This is an optimization exercise on Yosys and OpenROAD, whose aim is small area, not a production implementation. RTL that was checked went through simulation tests only; none was proved equivalent to the original. The clock port is modelled as an ideal driver; clocking choices that lean on that would not hold on a real chip. Power is estimated from default activity; no workload was simulated.

Setup of build 14:
// ethernet_top
module ethernet_top
  (
    input        CLK,
    input        RST_N,
    output       M_CLK,
    input        M_DATA,
    output       M_LRSEL,
    output       ETH_MDC,
    output       ETH_RSTN,
    output       ETH_TXEN,
    output [1:0] ETH_TXD
   );
Size: roughly 860 flip-flops, roughly 19000 sq um of cells after synthesis.
Settings: LEC_CHECK=0, CAP_MARGIN=20, CORE_MARGIN=2, CORE_UTILIZATION=75, CTS_BUF_LIST=sky130_fd_sc_hd__clkbuf_8, CTS_CLUSTER_DIAMETER=60, CTS_CLUSTER_SIZE=18, SLEW_MARGIN=20, SYNTH_MEMORY_MAX_BITS=8192; clock period 10.0 ns.
standard.sh (not shown) runs the stock make flow with config.mk's settings and CLKGATE_MAP_FILE= SYNTH_SCRIPT=/design/flow/synth_recipe.tcl, a recipe that flattens the netlist after the stock synthesis.
==> flow/flow/run.sh <==
#!/bin/bash
# Standard ORFS layout (the standard.sh, standard synthesis unchanged) with these changes:
#  - port buffers are buf_1 cells;
#  - before clock tree synthesis, logic cells go back to drive strength 1 and are downsized
#    where slack allows (flow/pre_cts.tcl);
#  - clock tree synthesis without dummy loads: clusters of up to 20 flip-flops within 50 um,
#    each driven by a clkbuf_8, with clkbuf_4 cells above them.
# The full make output goes to standard.log here; ORFS keeps each step's log under orfs/logs.
set -euo pipefail
export CTS_ARGS="-sink_clustering_enable -repair_clock_nets -dont_use_dummy_load -sink_clustering_size 20 -sink_clustering_max_diameter 50 -buf_list sky130_fd_sc_hd__clkbuf_8 -sink_clustering_buffer sky130_fd_sc_hd__clkbuf_8 -tree_buf sky130_fd_sc_hd__clkbuf_4 -root_buf sky130_fd_sc_hd__clkbuf_4"
export BUFFER_PORTS_ARGS="-buffer_cell sky130_fd_sc_hd__buf_1"
export PRE_CTS_TCL="$PWD/flow/pre_cts.tcl"
bash standard.sh > standard.log 2>&1
==> flow/flow/pre_cts.tcl <==
# Before clock tree synthesis, with several ns of setup slack everywhere:
# logic cells that the mapper sized above drive strength 1 go back to their
# _1 variant (flip-flops, buffers and inverters are left alone), design rules
# are repaired, and cells are downsized further where slack allows.
set n_swapped 0
foreach inst [get_cells *] {
  set m [get_property $inst ref_name]
  if {[regexp {^sky130_fd_sc_hd__(\w+)_(2|4|6|8|12|16)$} $m -> fn sz]} {
    if {[regexp {^(clkbuf|buf|bufinv|inv|clkinv|clkinvlp|dfxtp|dfrtp|dfstp|edfxtp|dlygate|clkdlybuf|dly|conb|sdf|dfx|dfr|dfs|dfb|edf|dl)} $fn]} { continue }
    set target "sky130_fd_sc_hd__${fn}_1"
    if {[llength [get_lib_cells -quiet */$target]] == 0} { continue }
    replace_cell $inst $target
    incr n_swapped
  }
}
puts "pre_cts: $n_swapped cells set to drive strength 1"
estimate_parasitics -placement
repair_design
repair_timing -recover_power 100 -verbose
Build 14: all stages complete, timing, DRC and antenna checks passed
Relative to build 14, the following input files were edited for build 36:
-- flow/design.v --
<<< build 14, line 59
     if (eth_rst) armed <= 1'b0;
     else if (n == CP(15)) armed <= 1'b1;
      reg mclk_d;
   always @(*) begin
      case ({q, p})
>>> build 36, line 59
     if (eth_rst) armed <= 1'b0;
     else if (n == CP(15)) armed <= 1'b1;
   reg mclk_d;
   always @(*) begin
      case ({q, p})
<<< build 14, line 116
     else if (p == CP(0)) xp <= xs;
   wire upd  = (q != CQ(1));
   wire lsb  = (p == CP(0));
   reg [31:0] ir0, ir1, ir2, ir3, ir4;
>>> build 36, line 116
     else if (p == CP(0)) xp <= xs;
   wire upd  = (q != CQ(1));
   wire comb = (g == CP(0)) && (q == CQ(1));
   wire lsb  = (p == CP(0));
   reg [31:0] ir0, ir1, ir2, ir3, ir4;
<<< build 14, line 153
      end
   end
   wire comb = (g == CP(0)) && (q == CQ(1));
   reg [31:0] dr1, dr2, dr3, dr4;
   reg [4:1]  cc;
>>> build 36, line 154
      end
   end
   reg [31:0] dr1, dr2, dr3, dr4;
   reg [4:1]  cc;
<<< build 14, line 313
   wire [1:0] txd = dat ? tap : fcs ? (crc[1:0] ^ nk) : rom;
   assign ETH_TXD = txd;
   wire [1:0] fb = (fr && dat) ? (tap ^ crc[1:0]) : 2'b00;
   always @(posedge CLK)
     crc <= {2'b00, crc[31:2]} ^ ({32{fb[0]}} & 32'h76dc4190) ^ ({32{fb[1]}} & 32'hedb88320);
>>> build 36, line 313
   wire [1:0] txd = dat ? tap : fcs ? (crc[1:0] ^ nk) : rom;
   assign ETH_TXD = txd;
   wire [1:0] fb = dat ? (tap ^ crc[1:0]) : 2'b00;
   always @(posedge CLK)
     crc <= {2'b00, crc[31:2]} ^ ({32{fb[0]}} & 32'h76dc4190) ^ ({32{fb[1]}} & 32'hedb88320);
==> results.txt <==
Summary of build 36 over build 14: sequential cell fraction of total power rose by 0.2 points; largest fanout on the critical path rose by 12.
Tapcell count of build 36 falls short of that of build 14 slightly.
Looking at build 36 and build 14, the proportion of power drawn by combinational gates is a wash.
met1 usage ends up higher on build 36.
Compared with build 14, in build 36 layout net count roughly the same, wire length higher, utilization higher, pre-CTS setup slack lower, cell count along the critical path lower.
NOTE: area of the core in build 36 falls short of that of build 14
Clock share of power for build 36: 0.2 points down relative to build 14
Diff build 14 -> build 36: fraction of layout cells with a size suffix above 1 held; worst hold-check slack went up 0.011 ns.
For build 36, only the layout was checked, not whether the RTL still works.

[afterwards: timing with drivers on the ports]
The flow's constraints put no driver on any port. The routed layouts listed below were extracted and timed again, unchanged, in two steps. Step 1: set_driving_cell puts a clkbuf_16 on CLK and a buf_2 on each other input, an assumption about the parent block. Step 2 also shifts input and output timing later by t, the mid clock arrival at the registers, as if the neighbouring blocks saw the same clock. Three values: no drivers, after step 1, after step 2; two values: the first two.
run	t (ns)	setup WS [ns]	worst data-port slew with drivers (ns)
build 14	0.752	4.706 / 4.661 / 5.413	0.04
build 36	0.739	4.709 / 4.667 / 5.405	0.03
After both steps setup and hold are still met in every run listed.
